Background: an optimization exercise with open tools, aiming at small area, a short achievable clock period and few clock cycles. Do not read the settings as production practice. In this exercise RTL edits were held to simulation tests only and were not proved equivalent to the original.

<file path="constraint.sdc">
create_clock -name core_clock -period 13.0 [get_ports {clk}]
set_input_delay 2.6000 -clock core_clock [delete_from_list [all_inputs] [get_ports {clk}]]
set_output_delay 2.6000 -clock core_clock [all_outputs]
set_load 0.01 [all_outputs]
</file>
<file path="run.sh">
#!/bin/bash
# synth_recipe.tcl (not shown) runs the flow's synth.tcl, then flattens the netlist and writes it again
# the make line also repeats each setting of config.mk as NAME=value (left out here)
make -C /OpenROAD-flow-scripts/flow DESIGN_CONFIG=/design/flow/config.mk WORK_HOME=/design/flow/orfs CLKGATE_MAP_FILE= SYNTH_SCRIPT=/design/flow/synth_recipe.tcl finish
</file>
<file path="config.mk">
export PLATFORM = sky130hd
export DESIGN_NAME = M1
export DESIGN_NICKNAME = M1
export VERILOG_FILES = /design/flow/design.v
export SDC_FILE = /design/flow/constraint.sdc
export NUM_CORES = 4
export LEC_CHECK = 0
export CAP_MARGIN = 20
export CORE_MARGIN = 2
export CORE_UTILIZATION = 40
export SLEW_MARGIN = 20
</file>
<file path="design.v">
`timescale 1ns/100ps
`default_nettype none
module M1 (
		input logic clk,                  
        input logic reset,
        input logic M1_start,
        input logic [15:0] SRAM_read_data,
        output logic [17:0] M1_SRAM_Address,
        output logic [15:0] M1_SRAM_write_data,
        output logic M1_Status,
        output logic M1_SRAM_we_n
);
typedef enum logic [3:0] {
	M1_S_IDLE,
	M1_LI_0,
	M1_LI_1,
	M1_LI_2,
	M1_LI_3,
	M1_LI_4,
	M1_LI_5,
	M1_LI_6,
	M1_LI_7,
	M1_LI_8,
	M1_CC_0,
	M1_CC_1,
	M1_CC_2,
	M1_CC_3,
	M1_CC_4,
	M1_CC_5
} M1_state_type;
localparam
	Y_START_ADDRESS = 0,
	U_START_ADDRESS = 38400,
	V_START_ADDRESS = 57600,
	RGB_START_ADDRESS = 146944;
M1_state_type M1_state;
logic signed [31:0] R_Initial[1:0];
logic signed [31:0] G_Initial[1:0];
logic signed [31:0] B_Initial[1:0];
logic [7:0] r[1:0];
logic [7:0] g[1:0];
logic [7:0] b[1:0];
logic signed [31:0] Y_Register[1:0];
logic signed [31:0] U_Register;
logic signed [31:0] V_Register[1:0];
logic [47:0] U_Shift_Register;
logic [47:0] V_Shift_Register;
logic [7:0] U_buff;
logic [7:0] V_buff;
logic [17:0] Y_Counter, X_counter, Y_Address, U_Address, V_Address, RGB_Address;
logic signed [31:0] Product[3:0];
logic signed [31:0] Op0[3:0];
logic signed [31:0] Op1[3:0];
logic eol;
always @(posedge clk or negedge reset) begin
    if (~reset)begin
        M1_state <= M1_S_IDLE;
        M1_SRAM_we_n <= 1'b1;
        M1_Status <= 1'b0;
        M1_SRAM_Address <= 18'd0;
        M1_SRAM_write_data <= 16'd0;
        Y_Register[0] <= 16'd0;
        Y_Register[1] <= 16'd0;
        U_Register <= 16'd0;
        V_Register[0] <= 16'd0;
        V_Register[1] <= 16'd0;
        U_Shift_Register <= 48'd0;
        V_Shift_Register <= 48'd0;
        U_buff <= 8'd0;
        V_buff <= 8'd0;
        X_counter <= 18'd0;
        Y_Counter <= 18'd0;
        eol <= 1'b0;
        Op0[0] <= 32'd0;
        Op0[1] <= 32'd0;
        Op0[2] <= 32'd0;
        Op0[3] <= 32'd0;
        Op1[0] <= 32'd0;
        Op1[1] <= 32'd0;
        Op1[2] <= 32'd0;
        Op1[3] <= 32'd0;
        R_Initial[0] <= 32'd0;
        R_Initial[1] <= 32'd0;
        G_Initial[0] <= 32'd0;
        G_Initial[1] <= 32'd0;
        B_Initial[0] <= 32'd0;
        B_Initial[1] <= 32'd0;
        Y_Address <= Y_START_ADDRESS;
        U_Address <= U_START_ADDRESS;
        V_Address <= V_START_ADDRESS;
        RGB_Address <= RGB_START_ADDRESS;
        end else begin
            case(M1_state)
            M1_S_IDLE: begin
                M1_Status <= 1'b0;
                if(M1_start) begin
                    M1_state <= M1_LI_0;
                    M1_SRAM_we_n <= 1'b1;
						  M1_Status <= 1'b0;
						  Y_Register[0] <= 16'd0;
						  Y_Register[1] <= 16'd0;
						  U_Register <= 16'd0;
						  V_Register[0] <= 16'd0;
						  V_Register[1] <= 16'd0;
						  U_Shift_Register <= 48'd0;
						  V_Shift_Register <= 48'd0;
						  U_buff <= 8'd0;
						  V_buff <= 8'd0;
                            X_counter <= 18'd0;
                            Y_Counter <= 18'd0;
                            eol <= 1'b0;
                            Op0[0] <= 32'd0;
                            Op0[1] <= 32'd0;
                            Op0[2] <= 32'd0;
                            Op0[3] <= 32'd0;
                            Op1[0] <= 32'd0;
                            Op1[1] <= 32'd0;
                            Op1[2] <= 32'd0;
                            Op1[3] <= 32'd0;
                            R_Initial[0] <= 32'd0;
                            R_Initial[1] <= 32'd0;
                            G_Initial[0] <= 32'd0;
                            G_Initial[1] <= 32'd0;
                            B_Initial[0] <= 32'd0;
                            B_Initial[1] <= 32'd0;
						  Y_Address <= Y_START_ADDRESS;
						  U_Address <= U_START_ADDRESS;
						  V_Address <= V_START_ADDRESS;
						  RGB_Address <= RGB_START_ADDRESS;
                end
            end
        M1_LI_0: begin
            M1_SRAM_Address  <= Y_Address;
            Y_Address <= Y_Address + 1'b1;
            X_counter <= X_counter + 2'd2;
            Y_Counter <= Y_Counter + 1'd1;
            M1_state <= M1_LI_1;
        end
        M1_LI_1: begin
            M1_SRAM_Address  <= V_Address;
            V_Address <= V_Address + 1'b1;
            M1_state <= M1_LI_2;
        end
        M1_LI_2: begin
            M1_SRAM_Address  <= U_Address;
            U_Address <= U_Address + 1'b1;
            M1_state <= M1_LI_3;
        end
        M1_LI_3: begin
            M1_SRAM_Address  <= V_Address;
            V_Address <= V_Address + 1'b1;
            Op0[0] <= {24'd0, (SRAM_read_data[15:8] - 16)};
            Op1[0] <= 32'sd76284;
            Op0[1] <= {24'd0, (SRAM_read_data[7:0] - 16)};
            Op1[1] <= 32'sd76284;
            M1_state <= M1_LI_4;
        end
        M1_LI_4: begin
            M1_SRAM_Address  <= U_Address;
            U_Address <= U_Address + 1'b1;
            V_Shift_Register[47:40] <= SRAM_read_data[15:8];  
            V_Shift_Register[39:32] <= SRAM_read_data[15:8];  
            V_Shift_Register[31:24] <= SRAM_read_data[15:8];  
            V_Shift_Register[23:16] <= SRAM_read_data[7:0];   
            Y_Register[0] <= Product[0];
            Y_Register[1] <= Product[1];
            M1_state <= M1_LI_5;
        end
        M1_LI_5: begin
            U_Shift_Register[47:40] <= SRAM_read_data[15:8];  
            U_Shift_Register[39:32] <= SRAM_read_data[15:8];  
            U_Shift_Register[31:24] <= SRAM_read_data[15:8];  
            U_Shift_Register[23:16] <= SRAM_read_data[7:0];   
            Op0[0] <= {24'd0, V_Shift_Register[31:24] - 128};
            Op1[0] <= 32'sd104595;
            Op0[1] <= {24'd0, V_Shift_Register[31:24] - 128};
            Op1[1] <= -32'sd53281;
            Op0[2] <= {24'd0, V_Shift_Register[47:40]};
            Op1[2] <= 32'sd21;
            Op0[3] <= {24'd0, V_Shift_Register[39:32]};
            Op1[3] <= 32'sd52;
            X_counter <= X_counter + 2'd2;
            M1_state <= M1_LI_6;
        end
        M1_LI_6: begin
            V_Shift_Register[15:8] <= SRAM_read_data[15:8];
            V_Shift_Register[7:0] <= SRAM_read_data[7:0];
            Op0[0] <= {24'd0, U_Shift_Register[31:24] - 128};
            Op1[0] <= -32'sd25624;
            Op0[1] <= {24'd0, U_Shift_Register[31:24] - 128};
            Op1[1] <= 32'sd132251;
            Op0[2] <= {24'd0, U_Shift_Register[47:40]};
            Op1[2] <= 32'sd21;
            Op0[3] <= {24'd0, U_Shift_Register[39:32]};
            Op1[3] <= 32'sd52;
            R_Initial[0] <= Y_Register[0] + Product[0]; 
            V_Register[0] <= Product[1];
            V_Register[1] <= (Product[2] - Product[3]);
            M1_state <= M1_LI_7;
        end
        M1_LI_7: begin
            M1_SRAM_Address  <= Y_Address;
            Y_Address <= Y_Address + 1'b1;
            U_Shift_Register[15:8] <= SRAM_read_data[15:8] ;
            U_Shift_Register[7:0] <= SRAM_read_data[7:0];
            Op0[0] <= {24'd0, V_Shift_Register[31:24]};
            Op1[0] <= 32'sd159;
            Op0[1] <= {24'd0, V_Shift_Register[23:16]};
            Op1[1] <= 32'sd159;
            Op0[2] <= {24'd0, V_Shift_Register[15:8]};
            Op1[2] <= 32'sd52;
            Op0[3] <= {24'd0, V_Shift_Register[7:0]};
            Op1[3] <= 32'sd21;
            G_Initial[0] <= (Y_Register[0] + V_Register[0] + Product[0]);
            B_Initial[0] <= (Y_Register[0] + Product[1]);
            U_Register <= (Product[2] - Product[3]);
            M1_state <= M1_LI_8;
        end
        M1_LI_8: begin
            if (X_counter < 8'd162) begin
                M1_SRAM_Address  <= V_Address;
                V_Address <= V_Address + 1'b1;
            end
            Op0[0] <= {24'd0, U_Shift_Register[31:24]};
            Op1[0] <= 32'sd159;
            Op0[1] <= {24'd0, U_Shift_Register[23:16]};
            Op1[1] <= 32'sd159;
            Op0[2] <= {24'd0, U_Shift_Register[15:8]};
            Op1[2] <= 32'sd52;
            Op0[3] <= {24'd0, U_Shift_Register[7:0]};
            Op1[3] <= 32'sd21;
            V_Register[1] <= (((V_Register[1] + Product[0] + Product[1] - Product[2] + Product[3] + 8'd128) >>> 8) - 8'd128);
            M1_state <= M1_CC_0;
        end
        M1_CC_0: begin
            if (X_counter < 8'd160) begin
                if (eol == 1'b0) begin
                    M1_SRAM_Address  <= U_Address;
                    U_Address <= U_Address + 1'b1;
                end
            end
            Op0[0] <= {16'd0, (V_Register[1])};
            Op1[0] <= 32'sd104595;
            Op0[1] <= {16'd0, (V_Register[1])};
            Op1[1] <= -32'sd53281;
            U_Register <= (((U_Register + Product[0] + Product[1] - Product[2] + Product[3] + 8'd128) >>> 8) - 8'd128);
            V_Shift_Register <= V_Shift_Register << 8;
            U_Shift_Register <= U_Shift_Register << 8;
            M1_state <= M1_CC_1;
            if (Y_Counter > 240) begin
                M1_Status <= 1'b1;
            end
        end
        M1_CC_1: begin
            M1_SRAM_we_n <= 1'b0;
            M1_SRAM_Address  <= RGB_Address;
            RGB_Address <= RGB_Address + 1'b1;
            M1_SRAM_write_data <= {r[0], g[0]};
            Op0[0] <= {24'd0, (SRAM_read_data[15:8] - 16)};
            Op1[0] <= 32'sd76284;
            Op0[1] <= {24'd0, (SRAM_read_data[7:0] - 16)};
            Op1[1] <= 32'sd76284;
            Op0[2] <= {16'd0, (U_Register )};
            Op1[2] <= -32'sd25624;
            Op0[3] <= {16'd0, (U_Register )};
            Op1[3] <= 32'sd132251;
            R_Initial[1] <= Y_Register[1] + Product[0];
            G_Initial[1] <= Y_Register[1] + Product[1];
            if (eol == 1'b1) begin
                U_Shift_Register[7:0] <= U_buff;
                V_Shift_Register[7:0] <= V_buff;
            end
            M1_state <= M1_CC_2;
        end
        M1_CC_2: begin
            M1_SRAM_we_n <= 1'b0;
            M1_SRAM_Address  <= RGB_Address;
            RGB_Address <= RGB_Address + 1'b1;
            M1_SRAM_write_data <= {b[0], r[1]};
            Op0[0] <= {24'd0, V_Shift_Register[31:24]-128};
            Op1[0] <= 32'sd104595;
            Op0[1] <= {24'd0, V_Shift_Register[31:24]-128};
            Op1[1] <= -32'sd53281;
            Op0[2] <= {24'd0, V_Shift_Register[47:40]};
            Op1[2] <= 32'sd21;
            Op0[3] <= {24'd0, V_Shift_Register[39:32]};
            Op1[3] <= 32'sd52;
            G_Initial[1] <= G_Initial[1] + Product[2];
            B_Initial[1] <= Y_Register[1] + Product[3];
            Y_Register[0] <= Product[0];
            Y_Register[1] <= Product[1];
            if (eol == 1'b0) begin
                if (X_counter > 8'd159) begin
                    V_Shift_Register[7:0] <= V_Shift_Register[15:8];
                    V_buff <= V_Shift_Register[15:8];
                end else begin
                    V_Shift_Register[7:0] <= SRAM_read_data[15:8];
                    V_buff <= SRAM_read_data[7:0];   
                end
            end
            M1_state <= M1_CC_3;
        end
        M1_CC_3: begin
            M1_SRAM_we_n <= 1'b0;
            M1_SRAM_Address  <= RGB_Address;
            RGB_Address <= RGB_Address + 1'b1;
            M1_SRAM_write_data <= {g[1], b[1]};
            Op0[0] <= {24'd0, U_Shift_Register[31:24]-128};
            Op1[0] <= 32'sd132251;
            Op0[1] <= {24'd0, U_Shift_Register[31:24]-128};
            Op1[1] <= -32'sd25624;
            Op0[2] <= {24'd0, U_Shift_Register[47:40]};
            Op1[2] <= 32'sd21;
            Op0[3] <= {24'd0, U_Shift_Register[39:32]};
            Op1[3] <= 32'sd52;
            R_Initial[0] <= Y_Register[0] + Product[0]; 
            V_Register[0] <= Product[1];
            V_Register[1] <= (Product[2] - Product[3]);
            if (eol == 1'b0) begin
                if (X_counter > 8'd159) begin
                    U_Shift_Register[7:0] <= U_Shift_Register[15:8];
                    U_buff <= U_Shift_Register[15:8];
                end else begin
                    U_Shift_Register[7:0] <= SRAM_read_data[15:8];
                    U_buff <= SRAM_read_data[7:0];   
                end
            end
            M1_state <= M1_CC_4;
        end
        M1_CC_4: begin
            M1_SRAM_we_n <= 1'b1;
            if (X_counter < 8'd162) begin
                M1_SRAM_Address  <= Y_Address;
                Y_Address <= Y_Address + 1'b1;
            end
            eol <= ~eol;
            Op0[0] <= {24'd0, V_Shift_Register[31:24]};
            Op1[0] <= 32'sd159;
            Op0[1] <= {24'd0, V_Shift_Register[23:16]};
            Op1[1] <= 32'sd159;
            Op0[2] <= {24'd0, V_Shift_Register[15:8]};
            Op1[2] <= 32'sd52;
            Op0[3] <= {24'd0, V_Shift_Register[7:0]};
            Op1[3] <= 32'sd21;
            U_Register <= (Product[2] - Product[3]);
            G_Initial[0] <= (Y_Register[0] + V_Register[0] + Product[1]);
            B_Initial[0] <= (Y_Register[0] + Product[0]);
            X_counter <= X_counter + 1'd1;
            M1_state <= M1_CC_5;
        end
        M1_CC_5: begin
            M1_SRAM_we_n <= 1'b1;
            if (X_counter < 8'd160) begin
                if (eol == 1'b0) begin
                    M1_SRAM_Address  <= V_Address;
                    V_Address <= V_Address + 1'b1;
                end
            end
            Op0[0] <= {24'd0, U_Shift_Register[31:24]};
            Op1[0] <= 32'sd159;
            Op0[1] <= {24'd0, U_Shift_Register[23:16]};
            Op1[1] <= 32'sd159;
            Op0[2] <= {24'd0, U_Shift_Register[15:8]};
            Op1[2] <= 32'sd52;
            Op0[3] <= {24'd0, U_Shift_Register[7:0]};
            Op1[3] <= 32'sd21;
            V_Register[1] <= (((V_Register[1] + Product[0] + Product[1] - Product[2] + Product[3] + 8'd128) >>> 8) - 8'd128);
                if(X_counter > 163)begin
						  M1_SRAM_we_n <= 1'b1;
						  M1_Status <= 1'b0;
						  Y_Register[0] <= 16'd0;
						  Y_Register[1] <= 16'd0;
						  U_Register <= 16'd0;
						  V_Register[0] <= 16'd0;
						  V_Register[1] <= 16'd0;
						  U_Shift_Register <= 48'd0;
						  V_Shift_Register <= 48'd0;
						  U_buff <= 8'd0;
						  V_buff <= 8'd0;
						  X_counter <= 18'd0;
						  eol <= 1'b0;
                            Op0[0] <= 32'd0;
                            Op0[1] <= 32'd0;
                            Op0[2] <= 32'd0;
                            Op0[3] <= 32'd0;
                            Op1[0] <= 32'd0;
                            Op1[1] <= 32'd0;
                            Op1[2] <= 32'd0;
                            Op1[3] <= 32'd0;
                            R_Initial[0] <= 32'd0;
                            R_Initial[1] <= 32'd0;
                            G_Initial[0] <= 32'd0;
                            G_Initial[1] <= 32'd0;
                            B_Initial[0] <= 32'd0;
                            B_Initial[1] <= 32'd0;  
                    M1_state <= M1_LI_0;
                end else begin
                    M1_state <= M1_CC_0;
                end
        end
            endcase
        end       
end
assign Product[0] = Op0[0] * Op1[0];
assign Product[1] = Op0[1] * Op1[1];
assign Product[2] = Op0[2] * Op1[2];
assign Product[3] = Op0[3] * Op1[3];
assign r[0] = (R_Initial[0][31]) ? 8'd0 : (|R_Initial[0][30:24]) ? 8'd255 : R_Initial[0][23:16];
assign g[0] = (G_Initial[0][31]) ? 8'd0 : (|G_Initial[0][30:24]) ? 8'd255 : G_Initial[0][23:16];
assign b[0] = (B_Initial[0][31]) ? 8'd0 : (|B_Initial[0][30:24]) ? 8'd255 : B_Initial[0][23:16];
assign r[1] = (R_Initial[1][31]) ? 8'd0 : (|R_Initial[1][30:24]) ? 8'd255 : R_Initial[1][23:16];
assign g[1] = (G_Initial[1][31]) ? 8'd0 : (|G_Initial[1][30:24]) ? 8'd255 : G_Initial[1][23:16];
assign b[1] = (B_Initial[1][31]) ? 8'd0 : (|B_Initial[1][30:24]) ? 8'd255 : B_Initial[1][23:16];
endmodule
</file>
==> results.ini <==
[run_status]
status = complete, no violations

[timing]
relSlewSlack_pct = 22.8
fin_skew_ns = 0.0719
tns_ns = 0
fmax_ghz = 0.0811
worst_slew_pin_slew_ns = 1.16
period_minus_slack_ns = 12.34
setup_viol_count_final = 0
hold_viol = 0
maxSlewViolCount = 0
rsz0062_at_grt = no
period_share_pct = 94.9

[worst_setup_path]
cp_slowest_cell = a2111oi_0
cp_slowest_stage_delay_ns = 0.92
crit_type = reg -> reg
setup.worst_path.end_class = flip-flop
cp-start-kind = flip-flop
critPathRequiredTime_ns = 13.60
worstReg2RegStart = Op1[0][3]
crit_fanout = 17
arrival_ns = 12.93
critPathLaunch = Op1[0][3]
cp_common_cell = fa_1

[floorplan]
io_pins = 55
rows = 178
dieArea_um2 = 241000
die_y_um = 491
fp.dieW_um = 491
start_util_pct = 40.3
core_area_um2 = 235000

[clock_tree]
clk_latency_ns = 0.77
clk_pin_slew_ns = 0.06
numCtsBuffers = 87
clockRootBuffer = clkbuf_16
hold_buffers = 0
htree_levels = 3
clock_sinks = 662
clockBufferDepth = 3
post-cts-setup-buffer-count = 0
cts_tree = yes

[drt]
drt_first_iter_violations = 7646
postRouteAntennaNets = 0
dr.pass1.iters = 9
remaining_drc_errors = 0
avgViaCountPerCell = 5.56
drt-wirelength-per-cell_um = 24.1
finalWirelength_um = 322000
vias = 74300

[synth]
avgSynthCellArea_um2 = 9.36
synth_common_cells = 1950 x inv_1, 1360 x fa_1, 1057 x ha_1
yosysUniqueCellTypes = 89
synthArstFlopShare_pct = 100
synth_fp_nets = 12600
postSynthCellCount = 10100
synth_top_flop_cell = dfrtp_1
syn-cell-area_um2 = 94900
ys_ff_latch = 662
synth_top_area_cell = fa_1
yosysTopAreaCellShare_pct = 28.7
synthTopCellsByArea = fa_1 29%, dfrtp_1 17%, ha_1 14%
yosys_warnings = 12
synth-edff-count = 0
seq_area_frac_synth_pct = 17.5
post-synth-top-count-cell = inv_1

[worst_hold_path]
hp-class = reg -> reg
min_from = M1_SRAM_write_data[12]

[global_routing]
grt_overflow_total = 0
track_usage_pct = 26.8
grt_pass1_wl_um = 489000
antenna_found_initial = 34
top_usage_layer = met2
grt_util_met1_pct = 37.3
grt_max_degree = 157
use_met2_pct = 40.2
grt_pass1_vias = 76000
met3_usage_pct = 6.67

[finish]
nets = 12600
design_area_um2 = 103000
final_util_pct = 43.7
syn_to_final_growth_pct = 8.43
fill_cells = 22800
post_route_cells_drive_above_1_share_pct = 4.37

[run]
drv_cap = 0

[place]
routabilityCongestion = 0.969
place_area_um2 = 99700
hpwl_um = 264000
port_buffers = 54

layer usage:
metal / up-vias / share of wire (%)
met3: 541 / 9.2
met2: 3096 / 43
met1: 37500 / 43
met5: - / 0.084
met4: 42 / 4.3
li1: 33100 / -
registers in the layout, summed over array words and instances, names as in the netlist, 25 cells and up:
signal	flops
Op0	104
V_Register	64
Y_Register	64
G_Initial	48
U_Shift_Register	48
V_Shift_Register	48
B_Initial	32
R_Initial	32
U_Register	32
Op1	25
worst max-delay path, delay by kind of cell (launching register included):
kind | cells | cell delay (ns)
flops | 1 | 0.72
fa+ha+maj | 13 | 6.19
xor+xnor | 2 | 0.31
simple gates | 7 | 1.71
compound gates | 8 | 2.36
buf+inv | 9 | 0.89
cells by family after synthesis:
group | after synthesis | synth area share [%]
multiplexers | 29 | 0.324
adder cells (fa/ha/maj) | 2417 | 42.6
flip-flops | 662 | 17.5
AND/OR/NAND/NOR | 2300 | 11.7
XOR/XNOR | 639 | 5.96
buffers and inverters | 2300 | 9.10
AO/OA/AOI/OAI | 1787 | 12.8
path summary, 6_finish.rpt:
kind	to	slack, ns	depth (start not counted)
min in group asynchronous	V_Address[16]	1.91	1
min reg2reg	M1_SRAM_write_data[12]	0.48	1
max reg2reg	V_Register[1][23]	0.66	39
min	M1_SRAM_write_data[12]	0.48	1
max	V_Register[1][23]	0.66	39
max in group asynchronous	V_Register[1][24]	8.79	3
cell type report:
cell class	instances	area (µm²)	area share (%)
multi-input cells	7172	69900	67.9
flip-flops and latches	662	16600	16.1
inverters	1953	7330	7.13
well taps	3150	3940	3.83
clock buffers	126	2520	2.45
repair buffers	245	2000	1.95
clock inverters	35	547	0.532
diodes	15	37.5	0.0365
metrics by stage:
step / std cells / worst slack, ns / hold WS [ns]
floorplan: 10100 / 1.28 / 0.443
global placement: 13200 / 0.750 / 0.460
detailed placement: 13200 / 0.579 / 0.465
CTS: 13300 / 0.561 / 0.481
global route: 13300 / 0.0555 / 0.500
finish: 13400 / 0.663 / 0.478
repair_timing:
action	in CTS	in global routing
hold endpoints to repair	0	0
setup endpoints to repair	0	10
gates resized for setup	0	2
cell usage in the layout, fill, tap and decap left out, types with 53 or more instances in the layout:
cell type	netlist	final
o21ai_0	384	382
ha_1	1057	1057
o21ai_1	84	80
nor3_1	110	107
xnor2_1	405	400
o21a_1	55	55
dfrtp_1	647	644
a22o_1	64	64
xor2_1	229	228
nand3_1	220	219
inv_1	1950	1950
a222oi_1	72	72
and3_1	66	65
a21oi_1	367	364
and2_1	444	444
a31oi_1	65	65
nor2_1	339	327
a221o_1	145	145
a22oi_1	70	70
clkdlybuf4s50_1	0	53
nand2b_1	54	54
a21o_1	150	150
buf_4	0	189
fa_1	1360	1360
nand2_1	861	857
clkbuf_16	0	87
Testbench counts, summed over its fixed seeds: cycles 1,395,426.

-- static timing again, ports no longer ideal --
How much do the figures lean on ideal ports? The routed layout below was timed once more, with nothing changed but the port constraints.
Step 1 (the two cells are an assumption about what drives the block):
set clk [get_ports {clk}]
set_driving_cell -lib_cell sky130_fd_sc_hd__clkbuf_16 $clk
set_driving_cell -lib_cell sky130_fd_sc_hd__buf_2 [delete_from_list [all_inputs] $clk]
Step 2, shift: input delay + t, output delay - t, t = (earliest + latest rising clock arrival at the registers) / 2. This alone moves slack from input paths to output paths.
a / b / c = no drivers / after step 1 / after step 2; a / b = the first two.
t (ns): 0.821
setup slack, ns: 0.663 / 0.663 / 0.663
worst setup path after step 2: register to register
After both steps this run still meets setup and hold. The setup slack of this run moves by 0.000 ns with the drivers and by 0.000 ns with both steps.
